Context: an optimization exercise on an open-source flow, tuned for small area. The choices shown serve that exercise and are no tape-out recipe. In this exercise RTL edits were held to simulation tests only and were not proved equivalent to the original. Power figures rest on the tool's default switching activity, not on a simulated workload.

try-lagoon:
Design sys_mult, start of the top module:
module sys_mult (
    input  [31:0]  a_in,
    input  [31:0]  b_in,
    input          clk,
    input          rst,
    output [255:0] c_out);
Size in the first run: roughly 2700 cells after synthesis, about 30000 sq um of cells after synthesis.
clock: 6.5 ns
lec_check: 0
cap_margin: 0
core_margin: 2
core_utilization: 65
slew_margin: 0
standard.sh (not shown) runs the stock make flow with config.mk's settings and CLKGATE_MAP_FILE= SYNTH_SCRIPT=/design/flow/synth_recipe.tcl, a recipe that flattens the netlist after the stock synthesis.
==> flow/flow/run.sh <==
#!/bin/bash
# Layout flow: the standard flow (standard.sh) with these changes:
#  - after the standard synthesis, flow/fapol.py re-chooses the polarity of
#    full adders and of gates that have a complementary library cell, to
#    remove inverters (same logic, registers untouched), and the flow goes
#    on from that netlist;
#  - ports are buffered with buf_1 instead of the default buffer cell;
#  - the resizer may not use buffers larger than buf_2 (added to the
#    platform's don't-use list through the environment, which the platform
#    config appends to);
#  - CTS builds the tree from clkbuf_4/clkbuf_8 with sink clusters of up to 16
#    and adds no dummy loads.
# Each tool's output goes to a log file of its own here.
set -euo pipefail
R=orfs/results/sky130hd/sys_mult/base
LIB=$FLOW_HOME/platforms/sky130hd/lib/sky130_fd_sc_hd__tt_025C_1v80.lib
bash standard.sh synth > synth.log 2>&1
cp $R/1_2_yosys.v $R/1_2_yosys_std.v
python3 flow/fapol.py $LIB $R/1_2_yosys_std.v $R/1_2_yosys.v > fapol.log 2>&1
rm -f $R/1_synth.odb $R/1_synth.sdc
DONT_USE_CELLS="sky130_fd_sc_hd__buf_4 sky130_fd_sc_hd__buf_6 sky130_fd_sc_hd__buf_8 sky130_fd_sc_hd__buf_12 sky130_fd_sc_hd__buf_16" \
bash standard.sh finish \
  BUFFER_PORTS_ARGS="-buffer_cell sky130_fd_sc_hd__buf_1" \
  CTS_ARGS="-sink_clustering_enable -sink_clustering_size 16 -sink_clustering_max_diameter 50 -repair_clock_nets -dont_use_dummy_load -buf_list {sky130_fd_sc_hd__clkbuf_4 sky130_fd_sc_hd__clkbuf_8}" \
  > finish.log 2>&1
Other scripts of this flow, unchanged in this note and not shown: flow/flow/fapol.py
Per the final summary, try-lagoon finished and its layout is clean on timing, DRC and antenna.
## Diff of input files: try-ember against try-lagoon
diff --git a/flow/flow/run.sh b/flow/flow/run.sh
--- a/flow/flow/run.sh
+++ b/flow/flow/run.sh
@@ -7,6 +7,3 @@
 #  - ports are buffered with buf_1 instead of the default buffer cell;
-#  - the resizer may not use buffers larger than buf_2 (added to the
-#    platform's don't-use list through the environment, which the platform
-#    config appends to);
-#  - CTS builds the tree from clkbuf_4/clkbuf_8 with sink clusters of up to 16
+#  - CTS builds the tree from clkbuf_4/clkbuf_8 with larger sink clusters
 #    and adds no dummy loads.
@@ -20,3 +17,2 @@
 rm -f $R/1_synth.odb $R/1_synth.sdc
-DONT_USE_CELLS="sky130_fd_sc_hd__buf_4 sky130_fd_sc_hd__buf_6 sky130_fd_sc_hd__buf_8 sky130_fd_sc_hd__buf_12 sky130_fd_sc_hd__buf_16" \
 bash standard.sh finish \
[summary]
try-lagoon and try-ember ended up with roughly the same wire length of the first global-routing pass. In terms of max-slew violation total from the final report, try-ember and try-lagoon differ only marginally. Setup slack: try-ember less than try-lagoon.
#### Input delta (try-garnet over try-ember)
Settings: changing CORE_UTILIZATION from 65 to 75.
diff --git a/flow/flow/run.sh b/flow/flow/run.sh
--- a/flow/flow/run.sh
+++ b/flow/flow/run.sh
@@ -7,3 +7,3 @@
 #  - ports are buffered with buf_1 instead of the default buffer cell;
-#  - CTS builds the tree from clkbuf_4/clkbuf_8 with larger sink clusters
+#  - CTS builds the tree from clkbuf_4/clkbuf_8 with sink clusters of up to 16
 #    and adds no dummy loads.
==> results.txt <==
try-garnet has register fraction of the total cell area above what try-ember had.
Comparing try-ember with try-garnet, the detailed-route wire length came out essentially unchanged.
Of the two candidates, try-ember has the better register-to-register slack and try-garnet the worse one.
Power share of the clock group: try-garnet vs try-ember down 1.1 points
Compared with try-ember, try-garnet shows power lower by 0.050 mW.
The following lists how try-tundra was set up differently from try-garnet:
Settings: CORE_UTILIZATION: 75 -> 65.
diff --git a/flow/flow/run.sh b/flow/flow/run.sh
--- a/flow/flow/run.sh
+++ b/flow/flow/run.sh
@@ -7,3 +7,3 @@
 #  - ports are buffered with buf_1 instead of the default buffer cell;
-#  - CTS builds the tree from clkbuf_4/clkbuf_8 with sink clusters of up to 16
+#  - CTS builds the tree from clkbuf_4/clkbuf_8 with larger sink clusters
 #    and adds no dummy loads.
@@ -19,3 +19,3 @@
   BUFFER_PORTS_ARGS="-buffer_cell sky130_fd_sc_hd__buf_1" \
-  CTS_ARGS="-sink_clustering_enable -sink_clustering_size 16 -sink_clustering_max_diameter 50 -repair_clock_nets -dont_use_dummy_load -buf_list {sky130_fd_sc_hd__clkbuf_4 sky130_fd_sc_hd__clkbuf_8}" \
+  CTS_ARGS="-sink_clustering_enable -sink_clustering_size 12 -sink_clustering_max_diameter 40 -sink_clustering_buffer sky130_fd_sc_hd__clkbuf_4 -repair_clock_nets -dont_use_dummy_load -buf_list {sky130_fd_sc_hd__clkbuf_4 sky130_fd_sc_hd__clkbuf_8}" \
   > finish.log 2>&1
[summary]
try-tundra did not stop at any stage, and its layout met the timing, DRC and antenna checks. Non-clock buffer instance count of the final layout: try-tundra > try-garnet. Utilization after layout (lower): try-tundra. Looking only at power share of the combinational group, and setting everything else aside, the higher value of try-tundra and try-garnet goes to try-tundra. try-tundra vs try-garnet: post-layout minimum cycle time down in try-tundra. try-tundra vs. try-garnet: power density over the cells shrank by 1.7%, overall die area went up about 15%. PE_C13.acc[8] as the timing endpoint of the critical path was reported by try-tundra, and PE_C43.acc[8] by try-garnet.

re-timing with driven ports:
Ports are ideal in the flow. The routed layouts listed here were re-timed in OpenROAD.
Step 1 (the two cells are an assumption about what drives the block):
set clk [get_ports {clk}]
set_driving_cell -lib_cell sky130_fd_sc_hd__clkbuf_16 $clk
set_driving_cell -lib_cell sky130_fd_sc_hd__buf_2 [delete_from_list [all_inputs] $clk]
Step 2, shift: input delay + t, output delay - t, t = (earliest + latest rising clock arrival at the registers) / 2. This alone moves slack from input paths to output paths.
a / b / c = ideal ports / drivers / drivers and shift; a / b = the first two.
run	shift t [ns]	setup WS [ns]	hold slack, ns	worst setup path after step 2	latest minus earliest clock arrival (ns)
try-lagoon	0.696	0.565 / 0.565 / 0.091	0.291 / 0.291 / 0.291	input to register	0.093 / 0.093
try-ember	0.728	0.379 / 0.379 / 0.008	0.271 / 0.271 / 0.271	input to register	0.071 / 0.071
try-garnet	0.688	0.286 / 0.286 / -0.007	0.297 / 0.297 / 0.297	input to register	0.064 / 0.063
try-tundra	0.678	0.322 / 0.322 / -0.098	0.300 / 0.300 / 0.300	input to register	0.076 / 0.076
Met with ideal ports but missed after step 2: setup timing in try-garnet and try-tundra. For try-lagoon, which loses most, drivers alone change the setup slack by 0.000 ns; drivers and shift together by -0.474 ns.
